What follows belongs to an exercise in optimizing a design on an open flow for small area; a production flow would make more cautious choices.
RTL that was checked went through simulation tests only; none was proved equivalent to the original.

== cedar ==
// pipelined_cordic
module pipelined_cordic(
    input Clk, Rst,
    input signed [15:0] x_in, y_in,
    output signed [15:0] magnitude,
    output signed [15:0] angle
);
For scale: ~2200 cells after synthesis, about 66 I/O pins, ~24000 sq um of cells after synthesis.
make LEC_CHECK=0 CAP_MARGIN=20 CORE_MARGIN=2 CORE_UTILIZATION=40 PLACE_DENSITY=0.6 SLEW_MARGIN=20 finish   # period 4.5 ns
run.sh (not shown) runs the stock make flow with config.mk's settings and CLKGATE_MAP_FILE= SYNTH_SCRIPT=/design/flow/synth_recipe.tcl, a recipe that flattens the netlist after the stock synthesis.
Changes in birch relative to cedar:
Settings: an added CTS_BUF_LIST of sky130_fd_sc_hd__clkbuf_4.
Notes after the runs:
Compared birch against cedar; met2 global-route usage within noise. Between birch and cedar, the detailed-route wire length is lower for cedar. [diff] final worst setup slack, birch relative to cedar: improvement. Total DRC errors in the routed layout: cedar vs birch identical.

========
## north
Another version of the RTL of pipelined_cordic (not shown whole).
For scale: about 550 flip-flops, roughly 66 I/O pins, about 20,000 um^2 of cells after synthesis.
// pipelined_cordic
module pipelined_cordic(
    input Clk, Rst,
    input signed [15:0] x_in, y_in,
    output signed [15:0] magnitude,
    output signed [15:0] angle
);
==> flow/config.mk <==
export PLATFORM = sky130hd
export DESIGN_NAME = pipelined_cordic
export DESIGN_NICKNAME = pipelined_cordic
export VERILOG_FILES = /design/flow/design.v
export SDC_FILE = /design/flow/constraint.sdc
export NUM_CORES = 4
export LEC_CHECK = 0
export CAP_MARGIN = 20
export CORE_MARGIN = 2
export CORE_UTILIZATION = 60
export PLACE_DENSITY = 0.75
export SLEW_MARGIN = 20
export SYNTH_HIERARCHICAL = 1
export SYNTH_MINIMUM_KEEP_SIZE = 0
==> flow/constraint.sdc <==
create_clock -name core_clock -period 4.5 [get_ports {Clk}]
set_input_delay 0.9000 -clock core_clock [delete_from_list [all_inputs] [get_ports {Clk}]]
set_output_delay 0.9000 -clock core_clock [all_outputs]
set_load 0.01 [all_outputs]
standard.sh (not shown) runs the stock make flow with config.mk's settings and CLKGATE_MAP_FILE= SYNTH_SCRIPT=/design/flow/synth_recipe.tcl, a recipe that flattens the netlist after the stock synthesis.
==> flow/flow/run.sh <==
#!/bin/bash
# Standard layout; the port buffers use the smallest buffer cell and the
# clock tree is built without dummy loads.
set -euo pipefail
export BUFFER_PORTS_ARGS="-buffer_cell sky130_fd_sc_hd__buf_1"
export CTS_ARGS="-sink_clustering_enable -repair_clock_nets -sink_clustering_size 16 -sink_clustering_max_diameter 80 -buf_list sky130_fd_sc_hd__clkbuf_8 -dont_use_dummy_load"
bash standard.sh > standard.log 2>&1
> inputs changed (north -> south)
-- flow/flow/run.sh --
<<< north, line 6
export CTS_ARGS="-sink_clustering_enable -repair_clock_nets -sink_clustering_size 16 -sink_clustering_max_diameter 80 -buf_list sky130_fd_sc_hd__clkbuf_8 -dont_use_dummy_load"
>>> south, line 6
export CTS_ARGS="-sink_clustering_enable -repair_clock_nets -sink_clustering_size 32 -sink_clustering_max_diameter 60 -buf_list sky130_fd_sc_hd__clkbuf_16 -dont_use_dummy_load"
--- outcome ---
- In the reports for north and south, the smaller arrival time of data at the critical path endpoint belongs to north.
- When south is set beside north, its count of placed standard cells in the final layout, fillers left out turns out to be 0.51% smaller.
- Comparing north with south, the accumulated negative setup slack came out essentially unchanged.
- Compared with north, south shows a lower share of the final layout cell area in multi-input gates.
### south -> east
-- flow/flow/run.sh --
<<< south, line 6
export CTS_ARGS="-sink_clustering_enable -repair_clock_nets -sink_clustering_size 32 -sink_clustering_max_diameter 60 -buf_list sky130_fd_sc_hd__clkbuf_16 -dont_use_dummy_load"
>>> east, line 6
export CTS_ARGS="-sink_clustering_enable -repair_clock_nets -sink_clustering_size 16 -sink_clustering_max_diameter 80 -buf_list \"sky130_fd_sc_hd__clkbuf_4 sky130_fd_sc_hd__clkbuf_8\" -dont_use_dummy_load"
--- outcome ---
- Relative to south, required time at the worst-slack endpoint has gone down in east.
- Cmp east and south / utilization after layout / lower: east
- east finished every step from synthesis to the final layout, and the layout passed the timing, DRC and antenna checks.
- Against south, east reports a critical path data arrival time that is lower.
- From south to east the numbers moved as follows: routed length on met3 went up by about 20%; final setup violation count stayed essentially flat; final-layout clock buffer total has increased.
- Going from south to east, largest driver fanout on the critical path has remained practically unchanged.
Setup changes, east to west
-- flow/flow/run.sh --
<<< east, line 6
export CTS_ARGS="-sink_clustering_enable -repair_clock_nets -sink_clustering_size 16 -sink_clustering_max_diameter 80 -buf_list \"sky130_fd_sc_hd__clkbuf_4 sky130_fd_sc_hd__clkbuf_8\" -dont_use_dummy_load"
>>> west, line 6
export CTS_ARGS="-sink_clustering_enable -repair_clock_nets -sink_clustering_size 20 -sink_clustering_max_diameter 60 -buf_list sky130_fd_sc_hd__clkbuf_8 -dont_use_dummy_load"
-- flow/config.mk --
<<< east, line 10
export CORE_UTILIZATION = 60
export PLACE_DENSITY = 0.75
>>> west, line 10
export CORE_UTILIZATION = 70
export PLACE_DENSITY = 0.85
Results
- west | status: complete | timing, DRC, antenna: pass
- Summary: die area, west better than east
- west gives more final critical-path share of the clock period than east did.
- Non-clock buffer count for west is higher than for east.
- Compared with east, fmax in west decreased slightly.
- Summary — count of clock-buffer cells in the layout, west relative to east: lower, by about 13%.
- Going from east to west, final cell count shrinks by 67.
- On slew at the pin closest to its max-slew limit, the higher figure sits with east, not west.

========
pipelined_cordic, a different RTL version from the one above (not shown whole).
Size in the first run: about 1400 cells after synthesis, about 66 I/O pins, ~20000 µm² of cells after synthesis.
clock: 4.5 ns
lec_check: 0
cap_margin: 20
core_margin: 2
core_utilization: 60
place_density: 0.75
slew_margin: 20
synth_hierarchical: 1
synth_minimum_keep_size: 0
==> flow/flow/run.sh <==
#!/bin/bash
# Standard layout; the port buffers use the smallest buffer cell and the
# clock tree is built without dummy loads.
set -euo pipefail
export BUFFER_PORTS_ARGS="-buffer_cell sky130_fd_sc_hd__buf_1"
export CTS_ARGS="-sink_clustering_enable -repair_clock_nets -sink_clustering_size 11 -sink_clustering_max_diameter 45 -buf_list sky130_fd_sc_hd__clkbuf_4 -dont_use_dummy_load"
bash standard.sh > standard.log 2>&1
The baseline finished clean.
==> next run, changes <==
--- a/flow/config.mk
+++ b/flow/config.mk
@@ -8,6 +8,6 @@
 export CAP_MARGIN = 20
 export CORE_MARGIN = 2
-export CORE_UTILIZATION = 60
-export PLACE_DENSITY = 0.75
+export CORE_UTILIZATION = 65
+export PLACE_DENSITY = 0.8
 export SLEW_MARGIN = 20
 export SYNTH_HIERARCHICAL = 1
The changed run completed without violations. Clock-buffer cell count does not change. Critical path depth does not change. Final area stays flat. Global-route usage came out higher by 2.4 points. Setup slack improves by 3.4 ps. Die area is lower by 7.5%. Worst hold slack hardly moves. First-iteration DRC count fell by 9.6%. Sequential share of layout area barely changes.
==> next run, changes <==
--- a/flow/config.mk
+++ b/flow/config.mk
@@ -8,6 +8,6 @@
 export CAP_MARGIN = 20
 export CORE_MARGIN = 2
-export CORE_UTILIZATION = 65
-export PLACE_DENSITY = 0.8
+export CORE_UTILIZATION = 55
+export PLACE_DENSITY = 0.7
 export SLEW_MARGIN = 20
 export SYNTH_HIERARCHICAL = 1
Final cell count goes up by 3.9%. Non-clock buffer count goes up by 3.

========
== lagoon ==
Another version of the RTL of pipelined_cordic (not shown whole).
Size: roughly 1500 cells after synthesis, about 550 flip-flops, about 66 I/O pins.
clock: 4.5 ns
lec_check: 0
cap_margin: 20
core_margin: 2
core_utilization: 40
cts_buf_list: sky130_fd_sc_hd__clkbuf_8
cts_cluster_diameter: 80
cts_cluster_size: 16
place_density: 0.6
slew_margin: 20
synth_hierarchical: 1
synth_minimum_keep_size: 0
==> flow/flow/run.sh <==
#!/bin/bash
# Standard layout; the port buffers use the smallest buffer cell and the
# clock tree is built without dummy loads.
set -euo pipefail
export BUFFER_PORTS_ARGS="-buffer_cell sky130_fd_sc_hd__buf_1"
export CTS_ARGS="-sink_clustering_enable -repair_clock_nets -sink_clustering_size 16 -sink_clustering_max_diameter 80 -buf_list sky130_fd_sc_hd__clkbuf_8 -dont_use_dummy_load"
bash standard.sh > standard.log 2>&1
### lagoon -> sierra
- a deleted CTS_BUF_LIST that had been sky130_fd_sc_hd__clkbuf_8
- a change of PLACE_DENSITY from 0.6 to 0.75
- a change of CORE_UTILIZATION from 40 to 60
- a deleted CTS_CLUSTER_DIAMETER that had been 80
- a deleted CTS_CLUSTER_SIZE that had been 16
In the reports for lagoon and sierra, the smaller half-perimeter wire length of the detailed placement result belongs to sierra.
In the tables for lagoon and sierra, final period utilization reads higher with lagoon.
The run with more routed wire is lagoon, not sierra.
From lagoon to sierra the numbers moved as follows: count of plain and timing-repair buffers fell by 4; final cell count without fillers fell by 228; die area fell by about 33%.
Taking lagoon as the reference, in sierra fmax shows no meaningful change; met3 layer wire length in the routed design shows a reduction of 22 um.
No run of this note included a check of the RTL's function; only the layout flow was run.

========
Setup of the previous run:
RTL: one of the versions met above, not the one the previous note started from.
Size: ~0.024 mm² of cells after synthesis.
export LEC_CHECK = 0
export CAP_MARGIN = 20
export CORE_MARGIN = 2
export CORE_UTILIZATION = 40
export CTS_BUF_LIST = sky130_fd_sc_hd__clkbuf_8
export CTS_CLUSTER_DIAMETER = 80
export CTS_CLUSTER_SIZE = 16
export PLACE_DENSITY = 0.6
export SLEW_MARGIN = 20
create_clock -name core_clock -period 4.5 [get_ports {Clk}]
run.sh (not shown) runs the stock make flow with config.mk's settings and CLKGATE_MAP_FILE= SYNTH_SCRIPT=/design/flow/synth_recipe.tcl, a recipe that flattens the netlist after the stock synthesis.
Stock flow here: none of the scripts above is used.
Modified inputs, the current run compared to the previous run
- swapping 16 for 30 in CTS_CLUSTER_SIZE
- swapping sky130_fd_sc_hd__clkbuf_8 for sky130_fd_sc_hd__clkbuf_16 in CTS_BUF_LIST
- swapping 80 for 100 in CTS_CLUSTER_DIAMETER
On tightest hold margin: between the previous run and the current run, it ends up higher for the current run. NOTE fmax the previous run->the current run increased slightly. Min arrival time at the worst endpoint across the previous run and the current run: the current run. The current run against the previous run: final worst setup slack now larger, total via count after detailed routing now smaller, wire length now smaller, design area comparable, longest individual stage delay on the worst path now smaller. Flip-flop and latch count: the previous run vs the current run identical. Count of plain and timing-repair buffers was higher in the run labelled the current run.

========
== v40 ==
Another version of the RTL of pipelined_cordic (not shown whole).
Size: roughly 0.020 sq mm of cells after synthesis.
clock: 4.5 ns
lec_check: 0
cap_margin: 20
core_margin: 2
core_utilization: 55
place_density: 0.7
slew_margin: 20
synth_hierarchical: 1
synth_minimum_keep_size: 0
standard.sh (not shown) runs the stock make flow with config.mk's settings and CLKGATE_MAP_FILE= SYNTH_SCRIPT=/design/flow/synth_recipe.tcl, a recipe that flattens the netlist after the stock synthesis.
==> flow/flow/run.sh <==
#!/bin/bash
# Standard layout; the port buffers use the smallest buffer cell and the
# clock tree is built without dummy loads.
set -euo pipefail
export BUFFER_PORTS_ARGS="-buffer_cell sky130_fd_sc_hd__buf_1"
export CTS_ARGS="-sink_clustering_enable -repair_clock_nets -sink_clustering_size 10 -sink_clustering_max_diameter 50 -buf_list sky130_fd_sc_hd__clkbuf_4 -dont_use_dummy_load"
bash standard.sh > standard.log 2>&1
Modified inputs, v41 compared to v40
- PLACE_DENSITY now 0.75, was 0.7
- CORE_UTILIZATION now 60, was 55
==> flow/flow/run.sh <==
#!/bin/bash
# Standard layout; the port buffers use the smallest buffer cell and the
# clock tree is built without dummy loads.
set -euo pipefail
export BUFFER_PORTS_ARGS="-buffer_cell sky130_fd_sc_hd__buf_1"
export CTS_ARGS="-sink_clustering_enable -repair_clock_nets -sink_clustering_size 16 -sink_clustering_max_diameter 80 -buf_list sky130_fd_sc_hd__clkbuf_8 -dont_use_dummy_load"
bash standard.sh > standard.log 2>&1
## What came out
- Relative to v40, the post-layout worst setup margin of v41 is lower by 0.032 ns.
- v41 went all the way through synthesis, placement and routing and the layout is clean on timing, DRC and antenna.
- v41 and v40 ended up with roughly the same sequential cell count.
- v40 → v41: die extent in y went down, clock period minus final worst setup slack increased 0.032 ns, maximum frequency down 0.0017 GHz, number of fill cells moved down, clock-cell share of area rose 0.25 points.
- When v41 is set beside v40, its final core utilization turns out to be 5.7 points larger.
Input changes introduced in v52 (baseline for comparison: v41):
- CORE_UTILIZATION now 55, was 60
- PLACE_DENSITY now 0.7, was 0.75
Findings:
- On v52: worst hold slack across all endpoints is 0.0038 ns higher than what v41 gave.
- Changes observed in v52 relative to v41: transition time at the pin with the least slew margin roughly the same, non-clock buffer count went down by 2, number of filler cells placed in the layout picked up an extra 477, largest clock skew in the final design now smaller.
- There was hardly any difference in sequential cell count of the final layout between v41 and v52.
Modified inputs, v21 compared to v52
- PLACE_DENSITY changed from 0.7 to 0.8
- CORE_UTILIZATION changed from 55 to 65
Findings:
y5[11] as the last element of the critical path was reported by v21, and y6[10] by v52.
v21 reached the final stage; the timing, DRC and antenna checks on its layout passed.
v52: all stages complete, timing, DRC and antenna checks passed
Diff v52 -> v21: full die area lower; vias after detailed routing higher.

========
pipelined_cordic, a different RTL version from the one above (not shown whole).
For scale: ~1400 cells after synthesis, ~66 I/O pins.
export LEC_CHECK = 0
export CAP_MARGIN = 20
export CORE_MARGIN = 2
export CORE_UTILIZATION = 65
export PLACE_DENSITY = 0.8
export SLEW_MARGIN = 20
export SYNTH_HIERARCHICAL = 1
export SYNTH_MINIMUM_KEEP_SIZE = 0
create_clock -name core_clock -period 4.5 [get_ports {Clk}]
==> flow/flow/run.sh <==
#!/bin/bash
# Standard layout; the port buffers use the smallest buffer cell and the
# clock tree is built without dummy loads.
set -euo pipefail
export BUFFER_PORTS_ARGS="-buffer_cell sky130_fd_sc_hd__buf_1"
export CTS_ARGS="-sink_clustering_enable -repair_clock_nets -sink_clustering_size 11 -sink_clustering_max_diameter 45 -buf_list sky130_fd_sc_hd__clkbuf_4 -dont_use_dummy_load"
bash standard.sh > standard.log 2>&1
The first run produced a clean layout.
Rerun with:
==> flow/flow/run.sh (replaced) <==
#!/bin/bash
# Standard layout; the port buffers use the smallest buffer cell and the
# clock tree is built without dummy loads.
set -euo pipefail
export BUFFER_PORTS_ARGS="-buffer_cell sky130_fd_sc_hd__buf_1"
export CTS_ARGS="-sink_clustering_enable -repair_clock_nets -sink_clustering_size 10 -sink_clustering_max_diameter 50 -buf_list sky130_fd_sc_hd__clkbuf_4 -dont_use_dummy_load"
bash standard.sh > standard.log 2>&1
CORE_UTILIZATION = 55   (was 65)
PLACE_DENSITY = 0.7   (was 0.8)
Result: Synthesized cell count stays the same. Die area rose by about 18%. Cell count rose by about 4%. Count of clock-buffer cells in the layout is higher by 10. Cell area grows by about 0.8%. Core utilization drops by 9.8 points. Via count barely changes.

========
pipelined_cordic with an RTL version that a note above also has.
Size: about 550 flip-flops, about 66 I/O pins, ~0.020 mm² of cells after synthesis.
export LEC_CHECK = 0
export CAP_MARGIN = 20
export CORE_MARGIN = 2
export CORE_UTILIZATION = 60
export GPL_TIMING_DRIVEN = 0
export PLACE_DENSITY = 0.75
export SLEW_MARGIN = 20
export SYNTH_HIERARCHICAL = 1
export SYNTH_MINIMUM_KEEP_SIZE = 0
create_clock -name core_clock -period 4.5 [get_ports {Clk}]
==> flow/flow/run.sh <==
#!/bin/bash
# Standard layout; the port buffers use the smallest buffer cell and the
# clock tree is built without dummy loads.
set -euo pipefail
export BUFFER_PORTS_ARGS="-buffer_cell sky130_fd_sc_hd__buf_1"
export CTS_ARGS="-sink_clustering_enable -repair_clock_nets -sink_clustering_size 16 -sink_clustering_max_diameter 80 -buf_list sky130_fd_sc_hd__clkbuf_8 -dont_use_dummy_load"
bash standard.sh > standard.log 2>&1
Edit:
Settings changed: CAP_MARGIN 20 to 0, GPL_TIMING_DRIVEN 0 to not set, SLEW_MARGIN 20 to 0.
Outcome:
- wire length went down by 0.99%
- first-iteration DRC count fell by 2.4%
- synthesized cell count stays the same
- setup slack improved by 0.032 ns
- utilization drops by 0.65 points
- die area does not change
- maximum frequency increases by 0.74%
- clock-buffer cell count is unchanged
- via count shrinks by 2.2%

## what the ideal ports hide
Ports are ideal in the flow. The routed layouts listed here were re-timed in OpenROAD. Step 1 assumes that a clkbuf_16 drives the clock port and a buf_2 every other input. Step 2 also shifts input and output timing later by t, the mid clock arrival at the registers, as if the neighbouring blocks saw the same clock. a / b / c = ideal ports / drivers / drivers and shift; a / b = the first two.
run | t, ns | slack for setup (ns) | cell pins on the clock port's net
cedar | 0.681 | 0.119 / 0.119 / 0.119 | 1
birch | 1.000 | 0.159 / 0.159 / 0.159 | 1
north | 0.583 | 0.159 / 0.159 / 0.159 | 1
south | 0.605 | 0.141 / 0.141 / 0.141 | 1
east | 0.583 | 0.159 / 0.159 / 0.159 | 1
west | 0.568 | 0.085 / 0.085 / 0.085 | 1
the first run of note 3 | 0.730 | 0.143 / 0.143 / 0.143 | 1
the second run of note 3 | 0.719 | 0.146 / 0.146 / 0.146 | 1
the third run of note 3 | 0.793 | 0.183 / 0.183 / 0.183 | 1
lagoon | 0.627 | 0.160 / 0.160 / 0.160 | 1
sierra | 0.586 | 0.171 / 0.171 / 0.171 | 1
the previous run | 0.679 | 0.239 / 0.239 / 0.239 | 1
the current run | 0.629 | 0.256 / 0.256 / 0.256 | 1
v40 | 0.737 | 0.164 / 0.164 / 0.164 | 1
v41 | 0.578 | 0.133 / 0.133 / 0.133 | 1
v52 | 0.626 | 0.151 / 0.151 / 0.151 | 1
v21 | 0.581 | 0.182 / 0.182 / 0.182 | 1
the first run of note 7 | 0.714 | 0.150 / 0.150 / 0.150 | 1
the second run of note 7 | 0.739 | 0.171 / 0.171 / 0.171 | 1
the first run of note 8 | 0.597 | 0.127 / 0.127 / 0.127 | 1
the second run of note 8 | 0.583 | 0.159 / 0.159 / 0.159 | 1
After both steps every run listed still meets setup and hold.
